This design comes from an exercise in tuning for a short achievable clock period and few clock cycles on the open sky130 flow, not from production work. Where RTL was checked, it was by simulation tests only, not by an equivalence proof against the original. No activity file was given, so power comes from the tool's default toggle rates.

==> exp/harbor <==
==> flow/design.v <==
module alu(
	input  [31:0] a, b,
	input  [4:0]  shamt,
	input         sel_add, sel_sub, sel_and, sel_or, sel_sll, sel_sra,
	output [31:0] sum,           
	output [31:0] result,
	output        overflow       
);
	wire [31:0] diff = a - b;
	assign sum = a + b;
	wire [31:0] shl = a << shamt;
	wire signed [31:0] a_s = a;
	wire [31:0] shr = a_s >>> shamt;
	assign result = ({32{sel_add}} & sum)
	              | ({32{sel_sub}} & diff)
	              | ({32{sel_and}} & (a & b))
	              | ({32{sel_or}}  & (a | b))
	              | ({32{sel_sll}} & shl)
	              | ({32{sel_sra}} & shr);
	wire ovf_add = (a[31] == b[31]) & (sum[31] != a[31]);
	wire ovf_sub = (a[31] != b[31]) & (diff[31] != a[31]);
	assign overflow = sel_sub ? ovf_sub : ovf_add;
endmodule
module controlSignals(
	input  [31:0] ir,
	output        wr,         
	output        is_lw,
	output        is_sw,
	output        ovfable,    
	output        use_imm,
	output        use_rt,
	output        sel_add, sel_sub, sel_and, sel_or, sel_sll, sel_sra
);
	wire [4:0] op    = ir[31:27];
	wire [4:0] aluop = ir[6:2];
	wire is_r    = (op == 5'b00000);
	wire is_addi = (op == 5'b00101);
	assign is_sw = (op == 5'b00111);
	assign is_lw = (op == 5'b01000);
	wire r_add = is_r & (aluop == 5'd0);
	wire r_sub = is_r & (aluop == 5'd1);
	wire r_and = is_r & (aluop == 5'd2);
	wire r_or  = is_r & (aluop == 5'd3);
	wire r_sll = is_r & (aluop == 5'd4);
	wire r_sra = is_r & (aluop == 5'd5);
	assign wr      = is_r | is_addi | is_lw;
	assign ovfable = r_add | r_sub | is_addi | is_lw;
	assign use_imm = is_addi | is_lw | is_sw;
	assign use_rt  = is_r & ~r_sll & ~r_sra;
	assign sel_sub = r_sub;
	assign sel_and = r_and;
	assign sel_or  = r_or;
	assign sel_sll = r_sll;
	assign sel_sra = r_sra;
	assign sel_add = ~(r_sub | r_and | r_or | r_sll | r_sra);
endmodule
module pc(
	input             clk,
	input             rst,
	input             stall,
	input      [31:0] q_imem,
	output reg [11:0] addr,
	output reg [31:0] ir
);
	always @(posedge clk or posedge rst) begin
		if (rst) begin
			addr <= 12'b0;
			ir   <= 32'b0;
		end else if (!stall) begin
			addr <= addr + 12'b1;
			ir   <= q_imem;
		end
	end
endmodule
module regfile(
	input         clock,
	input         reset,
	input  [4:0]  wr_addr,       
	input  [31:0] wr_data,
	input  [4:0]  rd_addr0, rd_addr1, rd_addr2,
	output [31:0] rd_data0, rd_data1, rd_data2
);
	reg [31:0] registers [1:31];
	reg [31:1] valid;
	always @(posedge clock or posedge reset) begin
		if (reset)
			valid <= 31'd0;
		else if (wr_addr != 5'd0)
			valid[wr_addr] <= 1'b1;
	end
	always @(posedge clock) begin
		if (wr_addr != 5'd0)
			registers[wr_addr] <= wr_data;
	end
	wire [31:0] v = {valid, 1'b0};
	assign rd_data0 = v[rd_addr0] ? registers[rd_addr0] : 32'd0;
	assign rd_data1 = v[rd_addr1] ? registers[rd_addr1] : 32'd0;
	assign rd_data2 = v[rd_addr2] ? registers[rd_addr2] : 32'd0;
endmodule
module processor(
	input         clock,
	input         reset,
	output [11:0] address_imem,
	input  [31:0] q_imem,
	output reg [11:0] address_dmem,
	output reg [31:0] data,
	output reg        wren,
	input  [31:0] q_dmem
);
	wire        stall;
	wire [31:0] ir;
	pc my_pc(.clk(clock), .rst(reset), .stall(stall), .q_imem(q_imem),
		.addr(address_imem), .ir(ir));
	wire [4:0] d_rd = ir[26:22];
	wire [4:0] d_rs = ir[21:17];
	wire [4:0] d_rt = ir[16:12];
	wire [31:0] d_imm = {{15{ir[16]}}, ir[16:0]};
	wire d_wr, d_lw, d_sw, d_ovfable, d_use_imm, d_use_rt;
	wire d_add, d_sub, d_and, d_or, d_sll, d_sra;
	controlSignals my_control(.ir(ir), .wr(d_wr), .is_lw(d_lw), .is_sw(d_sw),
		.ovfable(d_ovfable), .use_imm(d_use_imm), .use_rt(d_use_rt),
		.sel_add(d_add), .sel_sub(d_sub), .sel_and(d_and), .sel_or(d_or),
		.sel_sll(d_sll), .sel_sra(d_sra));
	reg [31:0] e_a, e_b, e_std;
	reg [4:0]  e_rd, e_sh;
	reg        e_aluwr;    
	reg        e_lwwr;     
	reg        e_ovfable, e_sw;
	reg        e_add, e_sub, e_and, e_or, e_sll, e_sra;
	reg [4:0]  m_dest;     
	reg [31:0] m_val;
	reg        m_lwpend;   
	reg [4:0]  w_dest;
	reg [31:0] w_val;
	wire [31:0] rf_rs, rf_rt, rf_rd;
	regfile my_regfile(.clock(clock), .reset(reset), .wr_addr(w_dest), .wr_data(w_val),
		.rd_addr0(d_rs), .rd_addr1(d_rt), .rd_addr2(d_rd),
		.rd_data0(rf_rs), .rd_data1(rf_rt), .rd_data2(rf_rd));
	wire [31:0] e_sum, e_res;
	wire        e_ovf_raw;
	alu my_alu(.a(e_a), .b(e_b), .shamt(e_sh),
		.sel_add(e_add), .sel_sub(e_sub), .sel_and(e_and), .sel_or(e_or),
		.sel_sll(e_sll), .sel_sra(e_sra),
		.sum(e_sum), .result(e_res), .overflow(e_ovf_raw));
	wire e_ovf = e_ovfable & e_ovf_raw;
	function [31:0] older;
		input [4:0]  r;
		input [31:0] rf;
		input [4:0]  md;
		input        mlw;
		input [31:0] mv;
		input [31:0] qd;
		input [4:0]  wd;
		input [31:0] wv;
		begin
			if (r == 5'd0)
				older = 32'd0;
			else if (md == r)
				older = mlw ? qd : mv;
			else if (wd == r)
				older = wv;
			else
				older = rf;
		end
	endfunction
	wire [31:0] o_rs = older(d_rs, rf_rs, m_dest, m_lwpend, m_val, q_dmem, w_dest, w_val);
	wire [31:0] o_rt = older(d_rt, rf_rt, m_dest, m_lwpend, m_val, q_dmem, w_dest, w_val);
	wire [31:0] o_rd = older(d_rd, rf_rd, m_dest, m_lwpend, m_val, q_dmem, w_dest, w_val);
	wire hit_rs = e_aluwr & (e_rd == d_rs);
	wire hit_rt = e_aluwr & (e_rd == d_rt);
	wire is30_rs = (d_rs == 5'd30);
	wire is30_rt = (d_rt == 5'd30);
	wire [31:0] f_rs = e_ovf ? (is30_rs ? 32'd1 : o_rs) : (hit_rs ? e_res : o_rs);
	wire [31:0] f_rt = e_ovf ? (is30_rt ? 32'd1 : o_rt) : (hit_rt ? e_res : o_rt);
	assign stall = e_lwwr & ((e_rd == d_rs) | (d_use_rt & (e_rd == d_rt)));
	always @(posedge clock) begin
		e_a   <= f_rs;
		e_b   <= d_use_imm ? d_imm : f_rt;
		e_std <= o_rd;
		e_rd  <= d_rd;
		e_sh  <= ir[11:7];
	end
	always @(posedge clock or posedge reset) begin
		if (reset) begin
			e_aluwr <= 1'b0; e_lwwr <= 1'b0; e_ovfable <= 1'b0; e_sw <= 1'b0;
			e_add <= 1'b0; e_sub <= 1'b0; e_and <= 1'b0; e_or <= 1'b0;
			e_sll <= 1'b0; e_sra <= 1'b0;
		end else if (stall) begin
			e_aluwr <= 1'b0; e_lwwr <= 1'b0; e_ovfable <= 1'b0; e_sw <= 1'b0;
			e_add <= 1'b0; e_sub <= 1'b0; e_and <= 1'b0; e_or <= 1'b0;
			e_sll <= 1'b0; e_sra <= 1'b0;
		end else begin
			e_aluwr   <= d_wr & ~d_lw & (d_rd != 5'd0);
			e_lwwr    <= d_lw & (d_rd != 5'd0);
			e_ovfable <= d_ovfable;
			e_sw      <= d_sw;
			e_add <= d_add; e_sub <= d_sub; e_and <= d_and; e_or <= d_or;
			e_sll <= d_sll; e_sra <= d_sra;
		end
	end
	wire std_hit = (m_dest == e_rd) & (e_rd != 5'd0);
	always @(posedge clock) begin
		address_dmem <= e_sum[11:0];
		data <= std_hit ? (m_lwpend ? q_dmem : m_val) : e_std;
		m_val <= e_ovf ? 32'd1 : e_res;
		w_val <= m_lwpend ? q_dmem : m_val;
	end
	always @(posedge clock or posedge reset) begin
		if (reset) begin
			wren <= 1'b0;
			m_dest <= 5'd0;
			m_lwpend <= 1'b0;
			w_dest <= 5'd0;
		end else begin
			wren <= e_sw;
			m_dest <= e_ovf ? 5'd30 : ((e_aluwr | e_lwwr) ? e_rd : 5'd0);
			m_lwpend <= e_lwwr & ~e_ovf;
			w_dest <= m_dest;
		end
	end
endmodule
module core(
    input         clock,
    input         reset,
    output [11:0] address_imem,
    input  [31:0] q_imem,
    output [11:0] address_dmem,
    output [31:0] data,
    output        wren,
    input  [31:0] q_dmem
);
    processor my_processor(
        .clock(clock),
        .reset(reset),
        .address_imem(address_imem),
        .q_imem(q_imem),
        .address_dmem(address_dmem),
        .data(data),
        .wren(wren),
        .q_dmem(q_dmem)
    );
endmodule
==> flow/flow/run.sh <==
#!/bin/bash
set -euo pipefail
bash standard.sh SETUP_SLACK_MARGIN=${MARGIN:-8} finish > standard.log 2>&1
==> flow/standard.sh <==
#!/bin/bash
# synth_recipe.tcl (not shown) runs the flow's synth.tcl, then flattens the netlist and writes it again
# the make line also repeats each setting of config.mk as NAME=value (left out here)
make -C /OpenROAD-flow-scripts/flow DESIGN_CONFIG=/design/flow/config.mk WORK_HOME=/design/flow/orfs CLKGATE_MAP_FILE= SYNTH_SCRIPT=/design/flow/synth_recipe.tcl "${@:-finish}"
==> flow/config.mk <==
export PLATFORM = sky130hd
export DESIGN_NAME = core
export DESIGN_NICKNAME = core
export VERILOG_FILES = /design/flow/design.v
export SDC_FILE = /design/flow/constraint.sdc
export NUM_CORES = 4
export LEC_CHECK = 0
export ABC_CLOCK_PERIOD_IN_PS = 2500
export CAP_MARGIN = 20
export CORE_MARGIN = 2
export CORE_UTILIZATION = 40
export SLEW_MARGIN = 20
==> flow/constraint.sdc <==
create_clock -name core_clock -period 11.0 [get_ports {clock}]
set_input_delay 2.2000 -clock core_clock [delete_from_list [all_inputs] [get_ports {clock}]]
set_output_delay 2.2000 -clock core_clock [all_outputs]
set_load 0.01 [all_outputs]
==> inputs of exp/lagoon, as changes to exp/harbor <==
--- a/flow/design.v
+++ b/flow/design.v
@@ -145,2 +145,3 @@
 	wire e_ovf = e_ovfable & e_ovf_raw;
+	wire [31:0] m_fwd = m_lwpend ? q_dmem : (m_ovf ? 32'd1 : m_val);
 	function [31:0] older;
@@ -149,5 +150,3 @@
 		input [4:0]  md;
-		input        mlw;
-		input [31:0] mv;
-		input [31:0] qd;
+		input [31:0] mf;
 		input [4:0]  wd;
@@ -158,3 +157,3 @@
 			else if (md == r)
-				older = mlw ? qd : mv;
+				older = mf;
 			else if (wd == r)
@@ -165,5 +164,7 @@
 	endfunction
-	wire [31:0] o_rs = older(d_rs, rf_rs, m_dest, m_lwpend, m_val, q_dmem, w_dest, w_val);
-	wire [31:0] o_rt = older(d_rt, rf_rt, m_dest, m_lwpend, m_val, q_dmem, w_dest, w_val);
-	wire [31:0] o_rd = older(d_rd, rf_rd, m_dest, m_lwpend, m_val, q_dmem, w_dest, w_val);
+	wire [31:0] o_rs = older(d_rs, rf_rs, m_dest, m_fwd, w_dest, w_val);
+	wire [31:0] o_rt = older(d_rt, rf_rt, m_dest, m_fwd, w_dest, w_val);
+	wire [31:0] o_rd = older(d_rd, rf_rd, m_dest, m_fwd, w_dest, w_val);
+	reg        poison;
+	reg [31:0] e_a_alt, e_b_alt;
 	wire hit_rs = e_aluwr & (e_rd == d_rs);
@@ -172,11 +173,20 @@
 	wire is30_rt = (d_rt == 5'd30);
-	wire [31:0] f_rs = e_ovf ? (is30_rs ? 32'd1 : o_rs) : (hit_rs ? e_res : o_rs);
-	wire [31:0] f_rt = e_ovf ? (is30_rt ? 32'd1 : o_rt) : (hit_rt ? e_res : o_rt);
-	assign stall = e_lwwr & ((e_rd == d_rs) | (d_use_rt & (e_rd == d_rt)));
+	assign stall = poison | (e_lwwr & ((e_rd == d_rs) | (d_use_rt & (e_rd == d_rt))));
+	wire dep_e = hit_rs | is30_rs | (d_use_rt & (hit_rt | is30_rt));
+	wire        fwd_rs = hit_rs & ~poison;
+	wire        fwd_rt = hit_rt & ~poison & ~d_use_imm;
+	wire [31:0] oth_rs = poison ? e_a_alt : o_rs;
+	wire [31:0] oth_rt = poison ? e_b_alt : (d_use_imm ? d_imm : o_rt);
+	wire std_hit = (m_dest == e_rd) & (e_rd != 5'd0);
+	wire [31:0] std_now = std_hit ? m_fwd : e_std;
 	always @(posedge clock) begin
-		e_a   <= f_rs;
-		e_b   <= d_use_imm ? d_imm : f_rt;
-		e_std <= o_rd;
-		e_rd  <= d_rd;
-		e_sh  <= ir[11:7];
+		e_a     <= fwd_rs ? e_res : oth_rs;
+		e_b     <= fwd_rt ? e_res : oth_rt;
+		e_a_alt <= is30_rs ? 32'd1 : o_rs;
+		e_b_alt <= d_use_imm ? d_imm : (is30_rt ? 32'd1 : o_rt);
+		e_std   <= poison ? std_now : o_rd;
+		if (!poison) begin
+			e_rd  <= d_rd;
+			e_sh  <= ir[11:7];
+		end
 	end
@@ -184,2 +194,3 @@
 		if (reset) begin
+			poison <= 1'b0;
 			e_aluwr <= 1'b0; e_lwwr <= 1'b0; e_ovfable <= 1'b0; e_sw <= 1'b0;
@@ -187,2 +198,4 @@
 			e_sll <= 1'b0; e_sra <= 1'b0;
+		end else if (poison) begin
+			poison <= 1'b0;      
 		end else if (stall) begin
@@ -192,2 +205,3 @@
 		end else begin
+			poison    <= e_ovf & dep_e;
 			e_aluwr   <= d_wr & ~d_lw & (d_rd != 5'd0);
@@ -200,8 +214,8 @@
 	end
-	wire std_hit = (m_dest == e_rd) & (e_rd != 5'd0);
+	reg m_ovf;
 	always @(posedge clock) begin
 		address_dmem <= e_sum[11:0];
-		data <= std_hit ? (m_lwpend ? q_dmem : m_val) : e_std;
-		m_val <= e_ovf ? 32'd1 : e_res;
-		w_val <= m_lwpend ? q_dmem : m_val;
+		data <= std_now;
+		m_val <= e_res;
+		w_val <= m_fwd;
 	end
@@ -212,7 +226,9 @@
 			m_lwpend <= 1'b0;
+			m_ovf <= 1'b0;
 			w_dest <= 5'd0;
 		end else begin
-			wren <= e_sw;
-			m_dest <= e_ovf ? 5'd30 : ((e_aluwr | e_lwwr) ? e_rd : 5'd0);
-			m_lwpend <= e_lwwr & ~e_ovf;
+			wren <= e_sw & ~poison;
+			m_dest <= poison ? 5'd0 : (e_ovf ? 5'd30 : ((e_aluwr | e_lwwr) ? e_rd : 5'd0));
+			m_lwpend <= e_lwwr & ~e_ovf & ~poison;
+			m_ovf <= e_ovf & ~poison;
 			w_dest <= m_dest;
==> flow/flow/run.sh (replaced) <==
#!/bin/bash
set -euo pipefail
bash standard.sh SETUP_SLACK_MARGIN=${MARGIN:-8} MATCH_CELL_FOOTPRINT=0 SKIP_INCREMENTAL_REPAIR=0 finish > standard.log 2>&1
==> summary.txt <==
Worst setup slack: exp/lagoon is better than exp/harbor (0.38 ns). In exp/lagoon the non-clock buffer count is higher than in exp/harbor, by 246. Sequential cell count: exp/harbor is lower than exp/lagoon (66). Against exp/lagoon, the first-iteration DRC count of exp/harbor is smaller by 31%. Clock power: exp/lagoon is larger than exp/harbor (about 3%).
Testbench counts of exp/lagoon, summed over its fixed seeds: cycles 19,745.
For exp/harbor, only the layout was checked, not whether the RTL still works.

port drivers added, routing unchanged:
In the flow no input, the clock included, has a driving cell. The finished layouts below were timed again as built, in two steps.
Step 1 (the two cells are an assumption about what drives the block):
set clk [get_ports {clock}]
set_driving_cell -lib_cell sky130_fd_sc_hd__clkbuf_16 $clk
set_driving_cell -lib_cell sky130_fd_sc_hd__buf_2 [delete_from_list [all_inputs] $clk]
Step 2, shift: input delay + t, output delay - t, t = (earliest + latest rising clock arrival at the registers) / 2. This alone moves slack from input paths to output paths.
Three values: ideal, step 1, step 2; two values: the first two.
| run | t (ns) | setup WS [ns] | worst slew at a driven data input, ns | pins driven straight from the clock port |
|---|---|---|---|---|
| exp/harbor | 0.890 | 7.056 / 7.056 / 6.631 | 0.06 | 1 |
| exp/lagoon | 0.887 | 7.440 / 7.358 / 6.871 | 0.07 | 1 |
After both steps setup and hold are still met in every run listed. For exp/lagoon, which loses most, drivers alone change the setup slack by -0.082 ns; drivers and shift together by -0.569 ns.
